From an optimization exercise on the open Yosys and OpenROAD flow, aimed at small area; shortcuts taken in it are not production practice.
In this exercise RTL edits were held to simulation tests only and were not proved equivalent to the original.
The flow treats the clock pin as an ideal source. Dropping or thinning the clock tree relies on that and would not hold on a real chip.
Power and IR drop assume default switching activity.

==> inputs of cedar <==
Design battleship, start of the top module:
module battleship(
input wire clk,
input wire rst,
input wire ARDUINO_A0,
input wire ARDUINO_A1,
input wire ARDUINO_A2,
input wire ARDUINO_A3,
output wire ARDUINO_IO0,
output wire ARDUINO_IO1,
output wire ARDUINO_IO2,
output wire ARDUINO_IO6,
output wire ARDUINO_IO7,
output wire ARDUINO_IO8,
output wire ARDUINO_IO9,
output wire ARDUINO_IO10,
output wire ARDUINO_IO11,
output reg ARDUINO_A4,
output reg ARDUINO_A5,
output wire PMOD1_D0_P,
output wire PMOD1_D0_N,
output wire PMOD1_D1_P,
output wire PMOD1_D1_N,
output wire PMOD1_D2_P,
output wire PMOD1_D2_N,
output wire PMOD2_D0_P,
output wire PMOD2_D0_N,
output wire PMOD2_D1_P,
output wire PMOD2_D2_P,
output wire PMOD2_D2_N,
output wire PMOD2_D3_P,
output wire ARDUINO_IO3,
output wire ARDUINO_IO4,
output wire ARDUINO_IO5
);
reg [5:0] sub;        
reg [1:0] pr, pc;
reg [2:0] q;          
localparam [5:0] SUB_DISP = 6'd48;    
localparam [5:0] SUB_LAST = 6'd9;     
wire dtick = (sub == SUB_DISP);
wire sub_last = (sub == SUB_LAST);
wire gtick = sub_last && q[1] && q[0] && (pr == 2'd1) && (pc == 2'd1);
wire       slot_wrap = pc[1] || (pr == 2'd3);
wire [1:0] nr = slot_wrap ? pr + 2'd1 : pr;
wire [1:0] nc = {!slot_wrap && pc[0], !slot_wrap && !pc[0]};
always @(posedge clk) begin
    sub <= (rst || sub_last) ? 6'd0 : {sub[4:0], ~(sub[5] ^ sub[4])};
    if (rst) begin
        pr <= 2'd3;
        pc <= 2'd0;
  ...
Settings: LEC_CHECK=0, CAP_MARGIN=20, CORE_MARGIN=2, CORE_UTILIZATION=65, SLEW_MARGIN=20; clock period 5.0 ns.
standard.sh (not shown) runs the stock make flow with config.mk's settings and CLKGATE_MAP_FILE= SYNTH_SCRIPT=/design/flow/synth_recipe.tcl, a recipe that flattens the netlist after the stock synthesis.
==> flow/flow/run.sh <==
#!/bin/bash
# Standard layout, with the port buffers made from the smallest buffer cell
# and a clock tree of few, large buffers without dummy loads.
set -e
export BUFFER_PORTS_ARGS="-buffer_cell sky130_fd_sc_hd__buf_1"
export CTS_ARGS="-sink_clustering_enable -sink_clustering_size 40 -sink_clustering_max_diameter 300 -buf_list sky130_fd_sc_hd__clkbuf_8 -root_buf sky130_fd_sc_hd__clkbuf_8 -dont_use_dummy_load -repair_clock_nets"
bash standard.sh > standard.log 2>&1
==> indigo (differences from cedar) <==
--- a/flow/design.v
+++ b/flow/design.v
@@ -58,17 +58,17 @@
     end
 end
 reg [1:0] step;
 reg p2, big, atk;
 reg [1:0] inputRow, inputCol;
 reg [2:0] cnt;        
-reg       first;      
 reg [1:0] hitsP1, hitsP2;    
 reg       turn;       
 reg       hit;        
 reg [8:0] fired1, fired2, ship1, ship2;
+wire never_shown;
 wire s_row = (step == 2'd0);
 wire s_col = (step == 2'd1);
 wire s_com = (step == 2'd2);
 wire s_spc = (step == 2'd3);
 wire on1 = atk && (!s_spc || !turn);
 wire on2 = atk && (!s_spc || turn);
@@ -118,13 +118,12 @@
         p2 <= 0;
         big <= 0;
         atk <= 0;
         inputRow <= 0;
         inputCol <= 0;
         cnt <= 0;
-        first <= 1'b1;
         hitsP1 <= 0;
         hitsP2 <= 0;
         turn <= 0;
         ARDUINO_A4 <= 0;
         ARDUINO_A5 <= 0;
     end else if (gtick) begin
@@ -161,14 +160,13 @@
                 big <= 0;
                 if (p2) begin
                     p2 <= 0;
                     atk <= 1;
                 end else begin
                     p2 <= 1;
-                    if (first) cnt <= 0;
-                    first <= 0;
+                    if (never_shown) cnt <= 0;
                 end
             end
         end
         2'd3: begin
             if (!atk) begin
                 step <= 2'd0;
@@ -184,12 +182,13 @@
             end
         end
         endcase
     end
 end
 reg [1:0] colr1, colr2;
+assign never_shown = (colr1 == 2'b00);
 always @(posedge clk) begin
     if (rst) begin
         colr1 <= 0;
         colr2 <= 0;
     end else if (dtick) begin
         if (on1) colr1 <= {lit & f1, lit & (!f1 | s1)};
==> flow/flow/run.sh (replaced) <==
#!/bin/bash
# The standard layout with three changes:
#  - synthesis maps the logic with an area-oriented ABC script (flow/area.abc);
#    everything else in synthesis (registers, flattening, renaming) is the standard flow's own
#  - the port buffers are made from the smallest buffer cell
#  - the clock port drives four clkbuf_8 buffers, one per group of registers
#    (flow/cts_hook.tcl), in place of TritonCTS's tree
# Each tool's output goes to standard.log and the ORFS logs under orfs/logs.
set -e
here=$PWD
export MY_ABC_SCRIPT=$here/flow/area.abc
sed 's#log_cmd abc {\*}\$abc_args#log_cmd abc -script $::env(MY_ABC_SCRIPT) {*}[lrange $abc_args 2 end]#' \
    $FLOW_HOME/scripts/synth.tcl > $here/synth_area.tcl
grep -q 'MY_ABC_SCRIPT' $here/synth_area.tcl
sed "s#\$::env(SCRIPTS_DIR)/synth.tcl#$here/synth_area.tcl#" synth_recipe.tcl > $here/synth_recipe_area.tcl
grep -q 'synth_area.tcl' $here/synth_recipe_area.tcl
export BUFFER_PORTS_ARGS="-buffer_cell sky130_fd_sc_hd__buf_1"
export FLOW_CLOCK_PORT=clk
export FLOW_CLOCK_BUF=sky130_fd_sc_hd__clkbuf_8
export FLOW_CLOCK_LEVELS=2
export PRE_CTS_TCL=$here/flow/cts_hook.tcl
bash standard.sh SYNTH_SCRIPT=$here/synth_recipe_area.tcl finish > standard.log 2>&1
==> flow/flow/area.abc (new file) <==
strash
&get -n
&fraig -x
&put
scorr
dc2
strash
&get -n
&dch -f
&nf -R 1000 -p
&put
==> flow/flow/cts_hook.tcl (new file) <==
# Sourced before ORFS's CTS step (PRE_CTS_TCL). The clock port drives a few
# clock buffers directly; the registers are split into as many groups by
# recursive bisection of their placement, and each group's buffer sits at the
# group's centre. This replaces TritonCTS's tree; the rest of the CTS step
# (legalisation, timing repair) runs as usual.
proc my_split { sinks levels } {
  if { $levels == 0 || [llength $sinks] < 2 } { return [list $sinks] }
  set xs {}
  set ys {}
  foreach s $sinks { lappend xs [lindex $s 1]; lappend ys [lindex $s 2] }
  set w [expr { [tcl::mathfunc::max {*}$xs] - [tcl::mathfunc::min {*}$xs] }]
  set h [expr { [tcl::mathfunc::max {*}$ys] - [tcl::mathfunc::min {*}$ys] }]
  set key [expr { $w >= $h ? 1 : 2 }]
  set sorted [lsort -integer -index $key $sinks]
  set half [expr { [llength $sorted] / 2 }]
  return [concat [my_split [lrange $sorted 0 [expr { $half - 1 }]] [expr { $levels - 1 }]] \
                 [my_split [lrange $sorted $half end] [expr { $levels - 1 }]]]
}

proc clock_tree_synthesis { args } {
  set block [ord::get_db_block]
  set db [ord::get_db]
  set port_net [$block findNet $::env(FLOW_CLOCK_PORT)]
  set master [$db findMaster $::env(FLOW_CLOCK_BUF)]
  set sinks {}
  foreach it [$port_net getITerms] {
    set inst [$it getInst]
    set bb [$inst getBBox]
    lappend sinks [list $it [expr { ([$bb xMin] + [$bb xMax]) / 2 }] [expr { ([$bb yMin] + [$bb yMax]) / 2 }]]
  }
  set groups [my_split $sinks $::env(FLOW_CLOCK_LEVELS)]
  set k 0
  foreach g $groups {
    set buf [odb::dbInst_create $block $master clkbuf_leaf_$k]
    set net [odb::dbNet_create $block clknet_leaf_$k]
    $net setSigType CLOCK
    set sx 0
    set sy 0
    foreach s $g {
      set it [lindex $s 0]
      $it disconnect
      $it connect $net
      set sx [expr { $sx + [lindex $s 1] }]
      set sy [expr { $sy + [lindex $s 2] }]
    }
    set n [llength $g]
    [$buf findITerm A] connect $port_net
    [$buf findITerm X] connect $net
    $buf setLocation [expr { $sx / $n }] [expr { $sy / $n }]
    $buf setPlacementStatus PLACED
    puts "clock: buffer $k drives $n register clock pins"
    incr k
  }
  set_propagated_clock [all_clocks]
}
- CORE_UTILIZATION: 65 -> 80
==> maple (differences from cedar) <==
==> flow/flow/run.sh (replaced) <==
#!/bin/bash
# The standard layout with three changes:
#  - synthesis maps the logic with an area-oriented ABC script (flow/area.abc);
#    everything else in synthesis (registers, flattening, renaming) is the standard flow's own
#  - the port buffers are made from the smallest buffer cell
#  - the clock port drives four clock buffers, one per group of registers (flow/cts_hook.tcl)
set -e
here=$PWD
export MY_ABC_SCRIPT=$here/flow/area.abc
sed 's#log_cmd abc {\*}\$abc_args#log_cmd abc -script $::env(MY_ABC_SCRIPT) {*}[lrange $abc_args 2 end]#' \
    $FLOW_HOME/scripts/synth.tcl > $here/synth_area.tcl
grep -q 'MY_ABC_SCRIPT' $here/synth_area.tcl
sed "s#\$::env(SCRIPTS_DIR)/synth.tcl#$here/synth_area.tcl#" synth_recipe.tcl > $here/synth_recipe_area.tcl
grep -q 'synth_area.tcl' $here/synth_recipe_area.tcl
export BUFFER_PORTS_ARGS="-buffer_cell sky130_fd_sc_hd__buf_1"
export FLOW_CLOCK_PORT=clk
export FLOW_CLOCK_BUF=${FLOW_CLOCK_BUF_OVERRIDE:-sky130_fd_sc_hd__clkbuf_16}
export FLOW_CLOCK_LEVELS=${FLOW_CLOCK_LEVELS_OVERRIDE:-1}
export PRE_CTS_TCL=$here/flow/cts_hook.tcl
bash standard.sh SYNTH_SCRIPT=$here/synth_recipe_area.tcl finish > standard.log 2>&1
==> flow/flow/area.abc (new file) <==
strash
&get -n
&fraig -x
&put
scorr
dc2
strash
&get -n
&dch -f
&nf -R 1000 -p
&put
==> flow/flow/cts_hook.tcl (new file) <==
# Sourced before ORFS's CTS step (PRE_CTS_TCL). The clock port drives a few
# clock buffers directly; the registers are split into as many groups by
# recursive bisection of their placement, and each group's buffer sits at the
# group's centre. This replaces TritonCTS's tree; the rest of the CTS step
# (legalisation, timing repair) runs as usual.
proc my_split { sinks levels } {
  if { $levels == 0 || [llength $sinks] < 2 } { return [list $sinks] }
  set xs {}
  set ys {}
  foreach s $sinks { lappend xs [lindex $s 1]; lappend ys [lindex $s 2] }
  set w [expr { [tcl::mathfunc::max {*}$xs] - [tcl::mathfunc::min {*}$xs] }]
  set h [expr { [tcl::mathfunc::max {*}$ys] - [tcl::mathfunc::min {*}$ys] }]
  set key [expr { $w >= $h ? 1 : 2 }]
  set sorted [lsort -integer -index $key $sinks]
  set half [expr { [llength $sorted] / 2 }]
  return [concat [my_split [lrange $sorted 0 [expr { $half - 1 }]] [expr { $levels - 1 }]] \
                 [my_split [lrange $sorted $half end] [expr { $levels - 1 }]]]
}

proc clock_tree_synthesis { args } {
  set block [ord::get_db_block]
  set db [ord::get_db]
  set port_net [$block findNet $::env(FLOW_CLOCK_PORT)]
  set master [$db findMaster $::env(FLOW_CLOCK_BUF)]
  set sinks {}
  foreach it [$port_net getITerms] {
    set inst [$it getInst]
    set bb [$inst getBBox]
    lappend sinks [list $it [expr { ([$bb xMin] + [$bb xMax]) / 2 }] [expr { ([$bb yMin] + [$bb yMax]) / 2 }]]
  }
  set groups [my_split $sinks $::env(FLOW_CLOCK_LEVELS)]
  set k 0
  foreach g $groups {
    set buf [odb::dbInst_create $block $master clkbuf_leaf_$k]
    set net [odb::dbNet_create $block clknet_leaf_$k]
    $net setSigType CLOCK
    set sx 0
    set sy 0
    foreach s $g {
      set it [lindex $s 0]
      $it disconnect
      $it connect $net
      set sx [expr { $sx + [lindex $s 1] }]
      set sy [expr { $sy + [lindex $s 2] }]
    }
    set n [llength $g]
    [$buf findITerm A] connect $port_net
    [$buf findITerm X] connect $net
    $buf setLocation [expr { $sx / $n }] [expr { $sy / $n }]
    $buf setPlacementStatus PLACED
    puts "clock: buffer $k drives $n register clock pins"
    incr k
  }
  set_propagated_clock [all_clocks]
}
==> nickel (differences from cedar) <==
==> flow/run.sh (new file) <==
#!/bin/bash
# synth_recipe.tcl (not shown) runs the flow's synth.tcl, then flattens the netlist and writes it again
# the make line also repeats each setting of config.mk as NAME=value (left out here)
make -C /OpenROAD-flow-scripts/flow DESIGN_CONFIG=/design/flow/config.mk WORK_HOME=/design/flow/orfs CLKGATE_MAP_FILE= SYNTH_SCRIPT=/design/flow/synth_recipe.tcl finish
- CORE_UTILIZATION: 65 -> 40
removed: flow/flow/run.sh
removed: flow/standard.sh
==> run summary <==
Synthesized area is the same in nickel and cedar. Sequential power is about the same in maple and nickel. maple produced a clean layout. nickel finished clean. cedar passed the timing, design-rule and antenna checks. indigo aborted during global placement with GPL-0301. Count of clock-buffer cells in the layout is the same in nickel and cedar. Register-to-register slack: cedar > nickel > maple. Final area: nickel > cedar > maple.
The clock cells of maple come from the design's own scripts or RTL, not from TritonCTS.

[what the ideal ports hide]
In the flow no input, the clock included, has a driving cell. The finished layouts below were timed again as built, in two steps.
Step 1 assumes that a clkbuf_16 drives the clock port and a buf_2 every other input.
Step 2 times the ports against the registers' clock, not the clock port: input delays grow and output delays shrink by t, the midpoint of the rising clock arrivals with the driver on.
a / b / c = ideal / step 1 / step 2; a / b = the first two.
| run | t, ns | setup slack, ns | worst hold slack (ns) |
|---|---|---|---|
| cedar | 0.363 | 1.891 / 1.862 / 2.225 | 0.446 / 0.446 / 0.446 |
| maple | 0.229 | 2.121 / 2.072 / 2.133 | 0.467 / 0.467 / 0.467 |
| nickel | 0.379 | 1.451 / 1.420 / 1.799 | 0.450 / 0.450 / 0.450 |
After both steps every run listed still meets setup and hold.
